This design comes from an exercise in tuning for small area and a short achievable clock period on the open sky130 flow, not from production work.
Only simulation tests tie the RTL to the original design; equivalence was not proved.

## flow/design.v

```verilog
`timescale 1ns / 10ps
module Calculate_NTLM_reg
(
  input wire clk,
  input wire n_rst,
  input wire [0:127] instr,
  input wire [0:3] length,
  output reg [0:127] hash,
  output reg [0:127] outstr
);
  function automatic [31:0] rotl(input [31:0] x, input integer n);
    rotl = (x << n) | (x >> (32 - n));
  endfunction
  function automatic [31:0] msg(input [0:127] s, input [3:0] len, input integer i);
    reg [7:0] lo, hi;
    begin
      lo = (len > 2*i) ? s[16*i +: 8] : ((len == 2*i) ? 8'h80 : 8'h00);
      hi = (len > 2*i+1) ? s[16*i+8 +: 8] : ((len == 2*i+1) ? 8'h80 : 8'h00);
      msg = {8'h00, hi, 8'h00, lo};
    end
  endfunction
  function automatic [31:0] word(input [0:127] s, input [3:0] len, input integer i);
    if (i < 8) word = msg(s, len, i);
    else if (i == 14) word = {24'h0, len, 4'h0};
    else word = 32'h0;
  endfunction
  function automatic [31:0] bswap(input [31:0] x);
    bswap = {x[7:0], x[15:8], x[23:16], x[31:24]};
  endfunction
  reg [0:127] str1;
  reg [0:127] str2;
  reg [0:127] str3;
  reg [0:127] str4;
  reg [0:127] str5;
  reg [0:127] str6;
  reg [0:127] str7;
  reg [0:127] str8;
  reg [0:127] str9;
  reg [0:127] str10;
  reg [0:127] str11;
  reg [0:127] str12;
  reg [0:127] str13;
  reg [3:0] len1;
  reg [3:0] len2;
  reg [3:0] len3;
  reg [3:0] len4;
  reg [3:0] len5;
  reg [3:0] len6;
  reg [3:0] len7;
  reg [3:0] len8;
  reg [3:0] len9;
  reg [3:0] len10;
  reg [3:0] len11;
  reg [3:0] len12;
  reg [31:0] a2, b2, c2, d2;
  reg [31:0] a3, b3, c3, d3;
  reg [31:0] a4, b4, c4, d4;
  reg [31:0] a5, b5, c5, d5;
  reg [31:0] a6, b6, c6, d6;
  reg [31:0] a7, b7, c7, d7;
  reg [31:0] a8, b8, c8, d8;
  reg [31:0] a9, b9, c9, d9;
  reg [31:0] a10, b10, c10, d10;
  reg [31:0] a11, b11, c11, d11;
  reg [31:0] a12, b12, c12, d12;
  reg [31:0] a13, b13, c13, d13;
  wire [31:0] a_s1_sum = 32'h67452301 + ((32'h10325476) ^ ((32'hefcdab89) & ((32'h98badcfe) ^ (32'h10325476)))) + word(str1, len1, 0);
  wire [31:0] a_s1 = rotl(a_s1_sum, 3);
  wire [31:0] d_s1_sum = 32'h10325476 + ((32'h98badcfe) ^ ((a_s1) & ((32'hefcdab89) ^ (32'h98badcfe)))) + word(str1, len1, 1);
  wire [31:0] d_s1 = rotl(d_s1_sum, 7);
  wire [31:0] c_s1_sum = 32'h98badcfe + ((32'hefcdab89) ^ ((d_s1) & ((a_s1) ^ (32'hefcdab89)))) + word(str1, len1, 2);
  wire [31:0] c_s1 = rotl(c_s1_sum, 11);
  wire [31:0] b_s1_sum = 32'hefcdab89 + ((a_s1) ^ ((c_s1) & ((d_s1) ^ (a_s1)))) + word(str1, len1, 3);
  wire [31:0] b_s1 = rotl(b_s1_sum, 19);
  wire [31:0] a_s2_sum = a2 + ((d2) ^ ((b2) & ((c2) ^ (d2)))) + word(str2, len2, 4);
  wire [31:0] a_s2 = rotl(a_s2_sum, 3);
  wire [31:0] d_s2_sum = d2 + ((c2) ^ ((a_s2) & ((b2) ^ (c2)))) + word(str2, len2, 5);
  wire [31:0] d_s2 = rotl(d_s2_sum, 7);
  wire [31:0] c_s2_sum = c2 + ((b2) ^ ((d_s2) & ((a_s2) ^ (b2)))) + word(str2, len2, 6);
  wire [31:0] c_s2 = rotl(c_s2_sum, 11);
  wire [31:0] b_s2_sum = b2 + ((a_s2) ^ ((c_s2) & ((d_s2) ^ (a_s2)))) + word(str2, len2, 7);
  wire [31:0] b_s2 = rotl(b_s2_sum, 19);
  wire [31:0] a_s3_sum = a3 + ((d3) ^ ((b3) & ((c3) ^ (d3)))) + word(str3, len3, 8);
  wire [31:0] a_s3 = rotl(a_s3_sum, 3);
  wire [31:0] d_s3_sum = d3 + ((c3) ^ ((a_s3) & ((b3) ^ (c3)))) + word(str3, len3, 9);
  wire [31:0] d_s3 = rotl(d_s3_sum, 7);
  wire [31:0] c_s3_sum = c3 + ((b3) ^ ((d_s3) & ((a_s3) ^ (b3)))) + word(str3, len3, 10);
  wire [31:0] c_s3 = rotl(c_s3_sum, 11);
  wire [31:0] b_s3_sum = b3 + ((a_s3) ^ ((c_s3) & ((d_s3) ^ (a_s3)))) + word(str3, len3, 11);
  wire [31:0] b_s3 = rotl(b_s3_sum, 19);
  wire [31:0] a_s4_sum = a4 + ((d4) ^ ((b4) & ((c4) ^ (d4)))) + word(str4, len4, 12);
  wire [31:0] a_s4 = rotl(a_s4_sum, 3);
  wire [31:0] d_s4_sum = d4 + ((c4) ^ ((a_s4) & ((b4) ^ (c4)))) + word(str4, len4, 13);
  wire [31:0] d_s4 = rotl(d_s4_sum, 7);
  wire [31:0] c_s4_sum = c4 + ((b4) ^ ((d_s4) & ((a_s4) ^ (b4)))) + word(str4, len4, 14);
  wire [31:0] c_s4 = rotl(c_s4_sum, 11);
  wire [31:0] b_s4_sum = b4 + ((a_s4) ^ ((c_s4) & ((d_s4) ^ (a_s4)))) + word(str4, len4, 15);
  wire [31:0] b_s4 = rotl(b_s4_sum, 19);
  wire [31:0] a_s5_sum = a5 + (((b5) & (c5)) | ((d5) & ((b5) | (c5)))) + word(str5, len5, 0) + 32'h5a827999;
  wire [31:0] a_s5 = rotl(a_s5_sum, 3);
  wire [31:0] d_s5_sum = d5 + (((a_s5) & (b5)) | ((c5) & ((a_s5) | (b5)))) + word(str5, len5, 4) + 32'h5a827999;
  wire [31:0] d_s5 = rotl(d_s5_sum, 5);
  wire [31:0] c_s5_sum = c5 + (((d_s5) & (a_s5)) | ((b5) & ((d_s5) | (a_s5)))) + word(str5, len5, 8) + 32'h5a827999;
  wire [31:0] c_s5 = rotl(c_s5_sum, 9);
  wire [31:0] b_s5_sum = b5 + (((c_s5) & (d_s5)) | ((a_s5) & ((c_s5) | (d_s5)))) + word(str5, len5, 12) + 32'h5a827999;
  wire [31:0] b_s5 = rotl(b_s5_sum, 13);
  wire [31:0] a_s6_sum = a6 + (((b6) & (c6)) | ((d6) & ((b6) | (c6)))) + word(str6, len6, 1) + 32'h5a827999;
  wire [31:0] a_s6 = rotl(a_s6_sum, 3);
  wire [31:0] d_s6_sum = d6 + (((a_s6) & (b6)) | ((c6) & ((a_s6) | (b6)))) + word(str6, len6, 5) + 32'h5a827999;
  wire [31:0] d_s6 = rotl(d_s6_sum, 5);
  wire [31:0] c_s6_sum = c6 + (((d_s6) & (a_s6)) | ((b6) & ((d_s6) | (a_s6)))) + word(str6, len6, 9) + 32'h5a827999;
  wire [31:0] c_s6 = rotl(c_s6_sum, 9);
  wire [31:0] b_s6_sum = b6 + (((c_s6) & (d_s6)) | ((a_s6) & ((c_s6) | (d_s6)))) + word(str6, len6, 13) + 32'h5a827999;
  wire [31:0] b_s6 = rotl(b_s6_sum, 13);
  wire [31:0] a_s7_sum = a7 + (((b7) & (c7)) | ((d7) & ((b7) | (c7)))) + word(str7, len7, 2) + 32'h5a827999;
  wire [31:0] a_s7 = rotl(a_s7_sum, 3);
  wire [31:0] d_s7_sum = d7 + (((a_s7) & (b7)) | ((c7) & ((a_s7) | (b7)))) + word(str7, len7, 6) + 32'h5a827999;
  wire [31:0] d_s7 = rotl(d_s7_sum, 5);
  wire [31:0] c_s7_sum = c7 + (((d_s7) & (a_s7)) | ((b7) & ((d_s7) | (a_s7)))) + word(str7, len7, 10) + 32'h5a827999;
  wire [31:0] c_s7 = rotl(c_s7_sum, 9);
  wire [31:0] b_s7_sum = b7 + (((c_s7) & (d_s7)) | ((a_s7) & ((c_s7) | (d_s7)))) + word(str7, len7, 14) + 32'h5a827999;
  wire [31:0] b_s7 = rotl(b_s7_sum, 13);
  wire [31:0] a_s8_sum = a8 + (((b8) & (c8)) | ((d8) & ((b8) | (c8)))) + word(str8, len8, 3) + 32'h5a827999;
  wire [31:0] a_s8 = rotl(a_s8_sum, 3);
  wire [31:0] d_s8_sum = d8 + (((a_s8) & (b8)) | ((c8) & ((a_s8) | (b8)))) + word(str8, len8, 7) + 32'h5a827999;
  wire [31:0] d_s8 = rotl(d_s8_sum, 5);
  wire [31:0] c_s8_sum = c8 + (((d_s8) & (a_s8)) | ((b8) & ((d_s8) | (a_s8)))) + word(str8, len8, 11) + 32'h5a827999;
  wire [31:0] c_s8 = rotl(c_s8_sum, 9);
  wire [31:0] b_s8_sum = b8 + (((c_s8) & (d_s8)) | ((a_s8) & ((c_s8) | (d_s8)))) + word(str8, len8, 15) + 32'h5a827999;
  wire [31:0] b_s8 = rotl(b_s8_sum, 13);
  wire [31:0] a_s9_sum = a9 + ((b9) ^ (c9) ^ (d9)) + word(str9, len9, 0) + 32'h6ed9eba1;
  wire [31:0] a_s9 = rotl(a_s9_sum, 3);
  wire [31:0] d_s9_sum = d9 + ((a_s9) ^ (b9) ^ (c9)) + word(str9, len9, 8) + 32'h6ed9eba1;
  wire [31:0] d_s9 = rotl(d_s9_sum, 9);
  wire [31:0] c_s9_sum = c9 + ((d_s9) ^ (a_s9) ^ (b9)) + word(str9, len9, 4) + 32'h6ed9eba1;
  wire [31:0] c_s9 = rotl(c_s9_sum, 11);
  wire [31:0] b_s9_sum = b9 + ((c_s9) ^ (d_s9) ^ (a_s9)) + word(str9, len9, 12) + 32'h6ed9eba1;
  wire [31:0] b_s9 = rotl(b_s9_sum, 15);
  wire [31:0] a_s10_sum = a10 + ((b10) ^ (c10) ^ (d10)) + word(str10, len10, 2) + 32'h6ed9eba1;
  wire [31:0] a_s10 = rotl(a_s10_sum, 3);
  wire [31:0] d_s10_sum = d10 + ((a_s10) ^ (b10) ^ (c10)) + word(str10, len10, 10) + 32'h6ed9eba1;
  wire [31:0] d_s10 = rotl(d_s10_sum, 9);
  wire [31:0] c_s10_sum = c10 + ((d_s10) ^ (a_s10) ^ (b10)) + word(str10, len10, 6) + 32'h6ed9eba1;
  wire [31:0] c_s10 = rotl(c_s10_sum, 11);
  wire [31:0] b_s10_sum = b10 + ((c_s10) ^ (d_s10) ^ (a_s10)) + word(str10, len10, 14) + 32'h6ed9eba1;
  wire [31:0] b_s10 = rotl(b_s10_sum, 15);
  wire [31:0] a_s11_sum = a11 + ((b11) ^ (c11) ^ (d11)) + word(str11, len11, 1) + 32'h6ed9eba1;
  wire [31:0] a_s11 = rotl(a_s11_sum, 3);
  wire [31:0] d_s11_sum = d11 + ((a_s11) ^ (b11) ^ (c11)) + word(str11, len11, 9) + 32'h6ed9eba1;
  wire [31:0] d_s11 = rotl(d_s11_sum, 9);
  wire [31:0] c_s11_sum = c11 + ((d_s11) ^ (a_s11) ^ (b11)) + word(str11, len11, 5) + 32'h6ed9eba1;
  wire [31:0] c_s11 = rotl(c_s11_sum, 11);
  wire [31:0] b_s11_sum = b11 + ((c_s11) ^ (d_s11) ^ (a_s11)) + word(str11, len11, 13) + 32'h6ed9eba1;
  wire [31:0] b_s11 = rotl(b_s11_sum, 15);
  wire [31:0] a_s12_sum = a12 + ((b12) ^ (c12) ^ (d12)) + word(str12, len12, 3) + 32'h6ed9eba1;
  wire [31:0] a_s12 = rotl(a_s12_sum, 3);
  wire [31:0] d_s12_sum = d12 + ((a_s12) ^ (b12) ^ (c12)) + word(str12, len12, 11) + 32'h6ed9eba1;
  wire [31:0] d_s12 = rotl(d_s12_sum, 9);
  wire [31:0] c_s12_sum = c12 + ((d_s12) ^ (a_s12) ^ (b12)) + word(str12, len12, 7) + 32'h6ed9eba1;
  wire [31:0] c_s12 = rotl(c_s12_sum, 11);
  wire [31:0] b_s12_sum = b12 + ((c_s12) ^ (d_s12) ^ (a_s12)) + word(str12, len12, 15) + 32'h6ed9eba1;
  wire [31:0] b_s12 = rotl(b_s12_sum, 15);
  always_ff @(posedge clk) begin
    str1 <= instr;
    len1 <= length;
    str2 <= str1;
    str3 <= str2;
    str4 <= str3;
    str5 <= str4;
    str6 <= str5;
    str7 <= str6;
    str8 <= str7;
    str9 <= str8;
    str10 <= str9;
    str11 <= str10;
    str12 <= str11;
    str13 <= str12;
    len2 <= len1;
    len3 <= len2;
    len4 <= len3;
    len5 <= len4;
    len6 <= len5;
    len7 <= len6;
    len8 <= len7;
    len9 <= len8;
    len10 <= len9;
    len11 <= len10;
    len12 <= len11;
    a2 <= a_s1;
    b2 <= b_s1;
    c2 <= c_s1;
    d2 <= d_s1;
    a3 <= a_s2;
    b3 <= b_s2;
    c3 <= c_s2;
    d3 <= d_s2;
    a4 <= a_s3;
    b4 <= b_s3;
    c4 <= c_s3;
    d4 <= d_s3;
    a5 <= a_s4;
    b5 <= b_s4;
    c5 <= c_s4;
    d5 <= d_s4;
    a6 <= a_s5;
    b6 <= b_s5;
    c6 <= c_s5;
    d6 <= d_s5;
    a7 <= a_s6;
    b7 <= b_s6;
    c7 <= c_s6;
    d7 <= d_s6;
    a8 <= a_s7;
    b8 <= b_s7;
    c8 <= c_s7;
    d8 <= d_s7;
    a9 <= a_s8;
    b9 <= b_s8;
    c9 <= c_s8;
    d9 <= d_s8;
    a10 <= a_s9;
    b10 <= b_s9;
    c10 <= c_s9;
    d10 <= d_s9;
    a11 <= a_s10;
    b11 <= b_s10;
    c11 <= c_s10;
    d11 <= d_s10;
    a12 <= a_s11;
    b12 <= b_s11;
    c12 <= c_s11;
    d12 <= d_s11;
    a13 <= a_s12;
    b13 <= b_s12;
    c13 <= c_s12;
    d13 <= d_s12;
  end
  always_comb begin
    outstr = str13;
    hash = {bswap(a13 + 32'h67452301), bswap(b13 + 32'hefcdab89), bswap(c13 + 32'h98badcfe), bswap(d13 + 32'h10325476)};
  end
endmodule
```

## flow/run.sh

```bash
#!/bin/bash
# synth_recipe.tcl (not shown) runs the flow's synth.tcl, then flattens the netlist and writes it again
# the make line also repeats each setting of config.mk as NAME=value (left out here)
make -C /OpenROAD-flow-scripts/flow DESIGN_CONFIG=/design/flow/config.mk WORK_HOME=/design/flow/orfs CLKGATE_MAP_FILE= SYNTH_SCRIPT=/design/flow/synth_recipe.tcl finish
```

## flow/config.mk

```make
export PLATFORM = sky130hd
export DESIGN_NAME = Calculate_NTLM_reg
export DESIGN_NICKNAME = Calculate_NTLM_reg
export VERILOG_FILES = /design/flow/design.v
export SDC_FILE = /design/flow/constraint.sdc
export NUM_CORES = 4
export LEC_CHECK = 0
export CAP_MARGIN = 20
export CORE_MARGIN = 2
export CORE_UTILIZATION = 40
export SETUP_SLACK_MARGIN = 5
export SLEW_MARGIN = 20
```

## flow/constraint.sdc

```tcl
create_clock -name core_clock -period 20.0 [get_ports {clk}]
set_input_delay 4.0000 -clock core_clock [delete_from_list [all_inputs] [get_ports {clk}]]
set_output_delay 4.0000 -clock core_clock [all_outputs]
set_load 0.01 [all_outputs]
```

==> run notes <==
post-synth top area share=35.54%; dominant cell type by area after synthesis=dfxtp_1; clk latency of the worst-skew pair=1060 ps; Final setup viols=0; Fmax achieved=0.06535 GHz; Yosys reg bits=3241; die area=461800 um^2; total gr overflow=0; top_reg_cell synth=dfxtp_1; CTS tree=done; type of the tightest min-delay check=reg -> reg; minimum clock period=15300 ps; share of layout cells above drive strength 1=11.84%; DP HPWL=568700 um; core area=455200 um^2; register area share after synthesis=35.54%; Clock Path Buffers=4; DRC violations left=0; Synth Instances=18750; TritonCTS Buffers=345; worst hold path depth=0; final worst slack=4698 ps; H-tree Lvls=5; slowest CP cell=fa_1; crit start category=register; slack of the worst reg-to-reg path=4700 ps; Yosys cell types=98; # fillers=42489; net count reported at finish=23166; Placed Area=194300 um^2; Crit Path Class=reg -> reg; Routability Congestion=1.019; Post-DRT Antenna Nets=0; critical path peak fanout=5; CP Data Required Time=20850 ps; starting density of the core=40.10%; worst slew pin tran=1277 ps; vias in the first global route=131076; Syn Area/Cell=9.737 um^2; Synth Warn #=1; Worst Clk Skew=118.8 ps; Final Hold Violating Endpoints=0; CTS Hold Buffers Added=0; CP peak stage delay=510 ps; clk root buf=clkbuf_16; DR WL/cell=25.54 um; num rows=248; final period utilization=76.51%; CTS clock-pin slew for the worst setup and hold paths=60 ps; antenna violations before repair=91; max-slew violation count=0; number of flops mapped to enable cells by yosys=0; WP data arrival=16150 ps; # port buffers=388; Max transition margin=14.26%; routed vias=138640; Post-Syn Nets=22077; 1st-iter DRT viols=11505; Die W=679.6 um; R2R cell count=70; area grow syn2layout=18.50%; Async SR Flop Fraction=0%; I/O pins=390; Die H=679.6 um; Reg area=65020 um^2; RSZ-0062 raised after global routing=yes; Crit. End Element=register; Max Cap Viol=0; commonest non-fill, non-tap cell in the layout=dfxtp_1; first-pass GRT wire length=925900 um; Non-Filler Cell Area, Final=216300 um^2; WL final=669500 um; global router's overall resource usage=27.86%; Syn Std Cell Area=182600 um^2; Synth area leaders=dfxtp_1 36%, ha_1 20%, xnor2_1 7.2%, inv_1 5.5%, fa_1 3.8%; pre-CTS setup slack=1584 ps; commonest non-fill, non-tap cells in the layout=3172 x dfxtp_1, 2777 x ha_1, 2650 x inv_1, 1365 x xnor2_1, 1026 x a21oi_1; setup TNS=0 ps; multi-input logic area=114000 um^2; outcome=finished clean; Sink Count=3241; via density per instance=5.289; largest net degree at the start of global routing=20; Initial DRT Pass Iterations=6
==> cell families (layout without fill, tap and decap cells) <==
logic type / after synthesis / in the layout / share of synthesized area [%]
AOI/OAI and AO/OA: 3603 / 3603 / 12.63
xor gates and xnor gates: 2197 / 2197 / 10.57
adders and majority gates: 3576 / 3576 / 25.41
buffers and inverters: 2743 / 4117 / 5.653
DFF: 3241 / 3241 / 35.54
muxes: 391 / 391 / 2.358
other: 0 / 88 / 0
and+or+nand+nor: 2999 / 2999 / 7.842
==> path summary, 6_finish.rpt <==
kind	startpoint	to
worst max-delay path	len7[1]$_DFF_P_	b8[12]$_DFF_P_
worst min-delay path	str1[75]$_DFF_P_	str2[75]$_DFF_P_
worst max register to register	len7[1]$_DFF_P_	b8[12]$_DFF_P_
worst min register to register	str1[75]$_DFF_P_	str2[75]$_DFF_P_
==> per-layer routing <==
metal  share of wire (%)  GRT usage, %
met2                  44         44.38
met1                  41         35.22
met3                 7.2         4.593
met4                 7.3         17.23
met5               0.024             0
==> synth_stat cells (all sizes together), types with 21 or more instances <==
library cell  count
a2111oi          27
a211o            35
a211oi          111
a21boi           54
a21o            570
a21oi          1149
a221o            24
a221oi           29
a31o             41
a31oi           114
and2            125
and3            132
clkbuf           65
dfxtp          3241
fa              347
ha             2846
inv            2668
maj3            383
mux2            310
mux2i            81
nand2           831
nand2b          178
nand3           225
nand3b           22
nand4            74
nor2            813
nor2b           185
nor3            212
nor4             21
o2111ai          28
o211ai           69
o21a            230
o21ai           667
o21bai          168
o22ai            24
o31a             28
o31ai            57
or2              41
or3              67
xnor2          1505
xor2            688
==> worst max-delay path, delay by kind of cell (launching register included) <==
kind	cells	cell delay, ps
flops	1	400
simple gates	8	1530
fa+ha+maj	16	4870
compound gates	32	6430
buf+inv	10	1190
xor+xnor	4	690
==> through the flow <==
stage               hold WS [ps]  util [%]  instances
floorplan                  309.6         -      18750
global placement           309.6     42.67      25142
detailed placement         312.1     42.68      25142
CTS                        256.8     46.36      25926
global route               286.0     47.51      26186
finish                     239.2     47.52      26212
==> area by class of cell <==
class,count,share of cell area (%)
clock buffers,457,4.533
well taps,6000,3.470
repair buffers,817,3.405
inverters,2668,4.637
diodes,88,0.1018
clock inverters,175,1.093
flip-flops and latches,3241,30.05
multi-input cells,12766,52.70
==> registers in the layout, summed over array words and instances, names as in the netlist, 128 cells and up <==
name,flops
str12,128
str10,128
str6,128
str8,128
str1,128
str7,128
str3,128
str2,128
str13,128
str11,128
str9,128
str5,128
str4,128
==> repair_timing <==
item	4_1_cts	5_1_grt
pin swaps	225	406
resized for setup	687	668
endpoints found under the hold margin	0	0
endpoints found under the setup margin	287	185
buffers inserted	152	198

==> afterwards: timing with drivers on the ports <==
The flow's constraints put no driver on any port. The routed layout listed below was extracted and timed again, unchanged, in two steps.
Step 1 assumes that a clkbuf_16 drives the clock port and a buf_2 every other input.
Step 2, shift: input delay + t, output delay - t, t = (earliest + latest rising clock arrival at the registers) / 2. This alone moves slack from input paths to output paths.
a / b / c = no drivers / after step 1 / after step 2; a / b = the first two.
shift t [ns]: 1.133
slack for setup (ns): 4.698 / 4.698 / 4.698
latest minus earliest clock arrival (ns): 0.125 / 0.125
worst slew at a driven data input, ns: 0.10
After both steps this run still meets setup and hold. For this run, drivers alone change the setup slack by 0.000 ns; drivers and shift together by 0.000 ns.
